Source: an optimization exercise on an open RTL-to-GDS flow (aim: small area). Production flows keep margins and buffers that such runs may drop. RTL that was checked went through simulation tests only; none was proved equivalent to the original. No activity file was given, so power comes from the tool's default toggle rates.

// lbmem
module lbmem(input CLK, input RESET, input [7:0] wdata, input wen, output [7:0] rdata, output valid);
For scale: about 590 cells after synthesis, about 520 flip-flops, ~20 I/O pins, about 16000 um2 of cells after synthesis.
export LEC_CHECK = 0
export ABC_AREA = 1
export CAP_MARGIN = 20
export CORE_MARGIN = 2
export CORE_UTILIZATION = 70
export SETUP_SLACK_MARGIN = 0.2
export SLEW_MARGIN = 20
create_clock -name core_clock -period 8.0 [get_ports {CLK}]
standard.sh (not shown) runs the stock make flow with config.mk's settings and CLKGATE_MAP_FILE= SYNTH_SCRIPT=/design/flow/synth_recipe.tcl, a recipe that flattens the netlist after the stock synthesis.
==> flow/flow/run.sh <==
#!/bin/bash
# Standard ORFS layout with three changes:
#  - synthesis maps the logic with an area-oriented ABC script and without
#    Yosys's adder extraction (registers are unchanged: same synthesis script,
#    only the combinational mapping differs);
#  - the clock tree is built without dummy loads, from one buffer size;
#  - the port buffers are the smallest buffer.
# Full tool output goes to flow.log; ORFS's per-step logs stay under orfs/logs/.
set -euo pipefail
W=$PWD
rm -rf "$W/myscripts"
cp -r "$FLOW_HOME/scripts" "$W/myscripts"
printf 'strash\ndch\namap\ntopo\n' > "$W/myscripts/abc_area.script"
CTS="-sink_clustering_enable -repair_clock_nets -dont_use_dummy_load -buf_list sky130_fd_sc_hd__clkbuf_16 -sink_clustering_size 26 -sink_clustering_max_diameter 45"
bash standard.sh "SCRIPTS_DIR=$W/myscripts" "ADDER_MAP_FILE=" "ABC_AREA=1" "CTS_ARGS=$CTS" \
  "BUFFER_PORTS_ARGS=-buffer_cell sky130_fd_sc_hd__buf_1" finish > "$W/flow.log" 2>&1
Next try:
--- a/flow/flow/run.sh
+++ b/flow/flow/run.sh
@@ -14 +14 @@
-CTS="-sink_clustering_enable -repair_clock_nets -dont_use_dummy_load -buf_list sky130_fd_sc_hd__clkbuf_16 -sink_clustering_size 26 -sink_clustering_max_diameter 45"
+CTS="-sink_clustering_enable -repair_clock_nets -dont_use_dummy_load -buf_list sky130_fd_sc_hd__clkbuf_8 -sink_clustering_size 22 -sink_clustering_max_diameter 45"
Result: Core utilization shrinks by 2.0 points; cell area shrinks by 2.6%; non-clock buffer count stays the same; critical path depth is unchanged; setup slack degrades by 0.022 ns; global-route usage shrinks by 2.0 points; total power shrinks by 11%.
Next try:
--- a/flow/flow/run.sh
+++ b/flow/flow/run.sh
@@ -14 +14 @@
-CTS="-sink_clustering_enable -repair_clock_nets -dont_use_dummy_load -buf_list sky130_fd_sc_hd__clkbuf_8 -sink_clustering_size 22 -sink_clustering_max_diameter 45"
+CTS="-sink_clustering_enable -repair_clock_nets -dont_use_dummy_load -buf_list sky130_fd_sc_hd__clkbuf_4 -sink_clustering_size 12 -sink_clustering_max_diameter 50"
--- a/flow/config.mk
+++ b/flow/config.mk
@@ -11 +11 @@
-export CORE_UTILIZATION = 70
+export CORE_UTILIZATION = 80
What happened:
- With this change the flow did not get past detailed placement (3_5_place_dp)
- synthesized area does not change
- synthesized cell count does not change
Next try:
--- a/flow/config.mk
+++ b/flow/config.mk
@@ -9 +9 @@
-export CAP_MARGIN = 20
+export CAP_MARGIN = 5
@@ -11 +11 @@
-export CORE_UTILIZATION = 80
+export CORE_UTILIZATION = 70
@@ -13 +13 @@
-export SLEW_MARGIN = 20
+export SLEW_MARGIN = 5
The new run finished clean.
Synthesized area is unchanged.
Synthesized cell count does not change.

---

lbmem, a different RTL version from the one above (not shown whole).
For scale: about 1100 cells after synthesis, about 20 I/O pins.
export LEC_CHECK = 0
export ABC_AREA = 1
export CAP_MARGIN = 20
export CORE_MARGIN = 2
export CORE_UTILIZATION = 78
export PLACE_DENSITY = 0.9
export SETUP_SLACK_MARGIN = 0.2
export SLEW_MARGIN = 20
create_clock -name core_clock -period 8.0 [get_ports {CLK}]
==> flow/flow/run.sh <==
#!/bin/bash
# Standard ORFS layout with three changes:
#  - synthesis maps the logic with an area-oriented ABC script and without
#    Yosys's adder extraction (registers are unchanged: same synthesis script,
#    only the combinational mapping differs);
#  - the clock tree is built without dummy loads, from one buffer size;
#  - the port buffers are the smallest buffer.
# Full tool output goes to flow.log; ORFS's per-step logs stay under orfs/logs/.
set -euo pipefail
W=$PWD
rm -rf "$W/myscripts"
cp -r "$FLOW_HOME/scripts" "$W/myscripts"
printf 'strash\ndch\namap\ntopo\n' > "$W/myscripts/abc_area.script"
CTS="-sink_clustering_enable -repair_clock_nets -dont_use_dummy_load -buf_list sky130_fd_sc_hd__clkbuf_4 -sink_clustering_size 12 -sink_clustering_max_diameter 50"
bash standard.sh "SCRIPTS_DIR=$W/myscripts" "ADDER_MAP_FILE=" "ABC_AREA=1" "CTS_ARGS=$CTS" \
  "BUFFER_PORTS_ARGS=-buffer_cell sky130_fd_sc_hd__buf_1" finish > "$W/flow.log" 2>&1
Next try:
--- a/flow/config.mk
+++ b/flow/config.mk
@@ -11,3 +11,3 @@
 export CORE_UTILIZATION = 78
-export PLACE_DENSITY = 0.9
+export GPL_ROUTABILITY_DRIVEN = 0
 export SETUP_SLACK_MARGIN = 0.2
Non-clock buffer count grows by 2.
Combinational power shrinks by about 1%.
Via count shrinks by 1.1%.
Cell count stays flat.
Clock skew shrinks by 0.013 ns.
Next try:
--- a/flow/config.mk
+++ b/flow/config.mk
@@ -8,7 +8,7 @@
 export ABC_AREA = 1
-export CAP_MARGIN = 20
+export CAP_MARGIN = 10
 export CORE_MARGIN = 2
-export CORE_UTILIZATION = 78
-export GPL_ROUTABILITY_DRIVEN = 0
+export CORE_UTILIZATION = 70
+export GPL_TIMING_DRIVEN = 0
 export SETUP_SLACK_MARGIN = 0.2
-export SLEW_MARGIN = 20
+export SLEW_MARGIN = 10
Effect: Die area rises by roughly a tenth. Synthesized area is unchanged. Wire length falls by a few percent. Sequential share of layout area falls by 1.7 points. Fmax falls slightly. Utilization falls by 7.1 points. Worst setup slack gets worse by 0.032 ns. Total power barely changes. Design area rises by a few percent. Global-route usage falls by 2.5 points.
Next try:
--- a/flow/config.mk
+++ b/flow/config.mk
@@ -8,7 +8,6 @@
 export ABC_AREA = 1
-export CAP_MARGIN = 10
+export CAP_MARGIN = 20
 export CORE_MARGIN = 2
-export CORE_UTILIZATION = 70
-export GPL_TIMING_DRIVEN = 0
+export CORE_UTILIZATION = 78
 export SETUP_SLACK_MARGIN = 0.2
-export SLEW_MARGIN = 10
+export SLEW_MARGIN = 20
Clock power is about the same; setup slack gains 0.032 ns; routed wire length increases by 2.1%; maximum frequency increases by 0.54%; total power hardly moves.

---

Another version of the RTL of lbmem (not shown whole).
For scale: ~520 flip-flops, about 20 I/O pins, ~17000 µm² of cells after synthesis.
Settings: LEC_CHECK=0, CAP_MARGIN=20, CORE_MARGIN=2, CORE_UTILIZATION=60, CTS_BUF_LIST=sky130_fd_sc_hd__clkbuf_4 sky130_fd_sc_hd__clkbuf_8, SETUP_SLACK_MARGIN=0.2, SLEW_MARGIN=20; clock period 8.0 ns.
run.sh (not shown) runs the stock make flow with config.mk's settings and CLKGATE_MAP_FILE= SYNTH_SCRIPT=/design/flow/synth_recipe.tcl, a recipe that flattens the netlist after the stock synthesis.
Stock flow here: none of the scripts above is used.
Rerun with:
Settings changed: CORE_UTILIZATION 60 to 40, CTS_BUF_LIST sky130_fd_sc_hd__clkbuf_4 sky130_fd_sc_hd__clkbuf_8 to not set.
Effect:
- The new run finished clean
- setup slack got worse by 98 ps
- final cell count rises by 12%
- total power came out lower by 0.45%
- combinational power climbs by about 1%
- count of clock-buffer cells in the layout shrinks by 48
- global-route usage goes down by 5.0 points
- routed wire length climbs by 2.2%
- sequential share of layout area came out lower by 0.44 points
- die area goes up by 49%
- final area climbs by 0.54%
- sequential power barely changes
Rerun with:
==> flow/flow/run.sh (new file) <==
#!/bin/bash
# Standard ORFS layout, with the clock tree built without dummy loads and the
# port buffers taken as the smallest buffer. Full tool output goes to flow.log;
# ORFS's per-step logs stay under orfs/logs/.
set -euo pipefail
CTS="-sink_clustering_enable -repair_clock_nets -dont_use_dummy_load -buf_list sky130_fd_sc_hd__clkbuf_16 -sink_clustering_size 30 -sink_clustering_max_diameter 60"
bash standard.sh "CTS_ARGS=$CTS" "BUFFER_PORTS_ARGS=-buffer_cell sky130_fd_sc_hd__buf_1" finish > flow.log 2>&1
==> flow/standard.sh (new file) <==
#!/bin/bash
# synth_recipe.tcl (not shown) runs the flow's synth.tcl, then flattens the netlist and writes it again
# the make line also repeats each setting of config.mk as NAME=value (left out here)
make -C /OpenROAD-flow-scripts/flow DESIGN_CONFIG=/design/flow/config.mk WORK_HOME=/design/flow/orfs CLKGATE_MAP_FILE= SYNTH_SCRIPT=/design/flow/synth_recipe.tcl "${@:-finish}"
Settings changed: CORE_UTILIZATION 40 to 60.
removed: flow/run.sh
The new run ran to the end with no violations.
Non-clock buffer count fell by 1.
Utilization rose by 20 points.
Sequential power is about the same.
Rerun with:
==> flow/run.sh (new file) <==
#!/bin/bash
# synth_recipe.tcl (not shown) runs the flow's synth.tcl, then flattens the netlist and writes it again
# the make line also repeats each setting of config.mk as NAME=value (left out here)
make -C /OpenROAD-flow-scripts/flow DESIGN_CONFIG=/design/flow/config.mk WORK_HOME=/design/flow/orfs CLKGATE_MAP_FILE= SYNTH_SCRIPT=/design/flow/synth_recipe.tcl finish
Settings changed: CTS_BUF_LIST set to sky130_fd_sc_hd__clkbuf_8, CTS_CLUSTER_DIAMETER set to 50, CTS_CLUSTER_SIZE set to 24.
removed: flow/flow/run.sh
removed: flow/standard.sh
The changed run completed with no timing, DRC or antenna violations.
Synthesized area is unchanged.
Cell area rose slightly.
Power increases slightly.
Count of clock-buffer cells in the layout grows by 6.
Utilization goes up by 0.48 points.
Wire length falls by a few percent.
Critical path depth is higher by 3.
First-iteration DRC count drops by about a fifth.
No functional check of the RTL was part of any run of this note.

---

lbmem with an RTL version that a note above also has.
Size in the first run: roughly 520 flip-flops, roughly 20 I/O pins, roughly 16000 um2 of cells after synthesis.
Design lbmem, start of the top module:
module lbmem(input CLK, input RESET, input [7:0] wdata, input wen, output [7:0] rdata, output valid);
export LEC_CHECK = 0
export ABC_AREA = 1
export CAP_MARGIN = 20
export CORE_MARGIN = 2
export CORE_UTILIZATION = 70
export SETUP_SLACK_MARGIN = 0.2
export SLEW_MARGIN = 20
create_clock -name core_clock -period 8.0 [get_ports {CLK}]
standard.sh (not shown) runs the stock make flow with config.mk's settings and CLKGATE_MAP_FILE= SYNTH_SCRIPT=/design/flow/synth_recipe.tcl, a recipe that flattens the netlist after the stock synthesis.
==> flow/flow/run.sh <==
#!/bin/bash
# Standard ORFS layout with three changes:
#  - synthesis maps the logic with an area-oriented ABC script and without
#    Yosys's adder extraction (registers are unchanged: same synthesis script,
#    only the combinational mapping differs);
#  - the clock tree is built without dummy loads, from one buffer size;
#  - the port buffers are the smallest buffer.
# Full tool output goes to flow.log; ORFS's per-step logs stay under orfs/logs/.
set -euo pipefail
W=$PWD
rm -rf "$W/myscripts"
cp -r "$FLOW_HOME/scripts" "$W/myscripts"
printf 'strash\ndch\namap\ntopo\n' > "$W/myscripts/abc_area.script"
CTS="-sink_clustering_enable -repair_clock_nets -dont_use_dummy_load -buf_list sky130_fd_sc_hd__clkbuf_4 -sink_clustering_size 10 -sink_clustering_max_diameter 40"
bash standard.sh "SCRIPTS_DIR=$W/myscripts" "ADDER_MAP_FILE=" "ABC_AREA=1" "CTS_ARGS=$CTS" \
  "BUFFER_PORTS_ARGS=-buffer_cell sky130_fd_sc_hd__buf_1" finish > "$W/flow.log" 2>&1
Rerun with:
==> flow/flow/run.sh (replaced) <==
#!/bin/bash
# Standard ORFS layout, with the clock tree built without dummy loads and the
# port buffers taken as the smallest buffer. Full tool output goes to flow.log;
# ORFS's per-step logs stay under orfs/logs/.
set -euo pipefail
CTS="-sink_clustering_enable -repair_clock_nets -dont_use_dummy_load -buf_list sky130_fd_sc_hd__clkbuf_8 -sink_clustering_size 20 -sink_clustering_max_diameter 40"
bash standard.sh "CTS_ARGS=$CTS" "BUFFER_PORTS_ARGS=-buffer_cell sky130_fd_sc_hd__buf_1" finish > flow.log 2>&1
- CORE_UTILIZATION: 70 -> 75
Effect:
- hold slack improves by 34 ps
- setup slack improves by 950 ps
- sequential power hardly moves
- final cell count increases by a little under a tenth
Rerun with:
==> flow/flow/run.sh (replaced) <==
#!/bin/bash
# Standard ORFS layout, with the clock tree built without dummy loads and the
# port buffers taken as the smallest buffer. Full tool output goes to flow.log;
# ORFS's per-step logs stay under orfs/logs/.
set -euo pipefail
CTS="-sink_clustering_enable -repair_clock_nets -dont_use_dummy_load -buf_list sky130_fd_sc_hd__clkbuf_16 -sink_clustering_size 40 -sink_clustering_max_diameter 60"
bash standard.sh "CTS_ARGS=$CTS" "BUFFER_PORTS_ARGS=-buffer_cell sky130_fd_sc_hd__buf_1" finish > flow.log 2>&1
What happened: The new run aborted during 4_1_cts; synthesized cell count is unchanged; synthesized area stays the same.
Rerun with:
==> flow/flow/run.sh (replaced) <==
#!/bin/bash
# Standard ORFS layout with three changes:
#  - synthesis maps the logic with an area-oriented ABC script and without
#    Yosys's adder extraction (registers are unchanged: same synthesis script,
#    only the combinational mapping differs);
#  - the clock tree is built without dummy loads, from one buffer size;
#  - the port buffers are the smallest buffer.
# Full tool output goes to flow.log; ORFS's per-step logs stay under orfs/logs/.
set -euo pipefail
W=$PWD
rm -rf "$W/myscripts"
cp -r "$FLOW_HOME/scripts" "$W/myscripts"
printf 'strash\ndch\namap\ntopo\n' > "$W/myscripts/abc_area.script"
CTS="-sink_clustering_enable -repair_clock_nets -dont_use_dummy_load -buf_list sky130_fd_sc_hd__clkbuf_2 -sink_clustering_size 6 -sink_clustering_max_diameter 30"
bash standard.sh "SCRIPTS_DIR=$W/myscripts" "ADDER_MAP_FILE=" "ABC_AREA=1" "CTS_ARGS=$CTS" \
  "BUFFER_PORTS_ARGS=-buffer_cell sky130_fd_sc_hd__buf_1" finish > "$W/flow.log" 2>&1
- CORE_UTILIZATION: 75 -> 70
Now the flow finished clean; synthesized cell count fell by 14%; synthesized area is lower by 2.3%.
Rerun with:
--- a/flow/flow/run.sh
+++ b/flow/flow/run.sh
@@ -13,3 +13,3 @@
 printf 'strash\ndch\namap\ntopo\n' > "$W/myscripts/abc_area.script"
-CTS="-sink_clustering_enable -repair_clock_nets -dont_use_dummy_load -buf_list sky130_fd_sc_hd__clkbuf_2 -sink_clustering_size 6 -sink_clustering_max_diameter 30"
+CTS="-sink_clustering_enable -repair_clock_nets -dont_use_dummy_load -buf_list sky130_fd_sc_hd__clkbuf_4 -sink_clustering_size 12 -sink_clustering_max_diameter 50"
 bash standard.sh "SCRIPTS_DIR=$W/myscripts" "ADDER_MAP_FILE=" "ABC_AREA=1" "CTS_ARGS=$CTS" \
Die area stays the same. Core utilization falls by 0.59 points. Non-clock buffer count is unchanged. Via count falls by 4.2%. Cell area falls by 0.78%. Global-route usage falls by 0.84 points. Routed wire length falls by 3.5%. Synthesized area is unchanged.

==> separate check: timing with driven ports <==
The flow's constraints put no driver on any port. The routed layouts listed below were extracted and timed again, unchanged, in two steps. Step 1 sets driving cells, clkbuf_16 on the clock port and buf_2 on the other inputs (assumed; they add their load-dependent delay and slew). Step 2 times the ports against the registers' clock, not the clock port: input delays grow and output delays shrink by t, the midpoint of the rising clock arrivals with the driver on. a / b / c = ideal / step 1 / step 2; a / b = the first two.
run	t, ns	setup slack, ns	slew at the worst register clock pin (ns)	cell pins on the clock port's net
the first run of note 1	0.550	2.237 / 2.210 / 2.210	0.08 / 0.08	1
the second run of note 1	0.569	2.216 / 2.189 / 2.189	0.11 / 0.11	1
the fourth run of note 1	0.678	2.337 / 2.310 / 2.310	0.12 / 0.12	1
the first run of note 2	0.716	2.131 / 2.104 / 2.104	0.12 / 0.12	1
the second run of note 2	0.679	2.135 / 2.113 / 2.113	0.12 / 0.12	1
the third run of note 2	0.710	2.103 / 2.078 / 2.078	0.12 / 0.12	1
the fourth run of note 2	0.679	2.135 / 2.113 / 2.113	0.12 / 0.12	1
the first run of note 3	0.611	1.623 / 1.568 / 1.568	0.07 / 0.07	1
the second run of note 3	0.585	1.526 / 1.505 / 1.505	0.06 / 0.06	1
the third run of note 3	0.541	2.283 / 2.198 / 2.198	0.09 / 0.09	1
the fourth run of note 3	0.598	1.631 / 1.575 / 1.575	0.13 / 0.13	1
the first run of note 4	0.707	2.226 / 2.199 / 2.199	0.10 / 0.10	1
the second run of note 4	0.603	3.174 / 3.139 / 3.139	0.10 / 0.10	1
the fourth run of note 4	0.832	2.248 / 2.221 / 2.221	0.11 / 0.11	1
the fifth run of note 4	0.675	2.250 / 2.223 / 2.223	0.12 / 0.12	1
After both steps setup and hold are still met in every run listed. For the third run of note 3, which loses most, drivers alone change the setup slack by -0.085 ns; drivers and shift together by -0.085 ns.
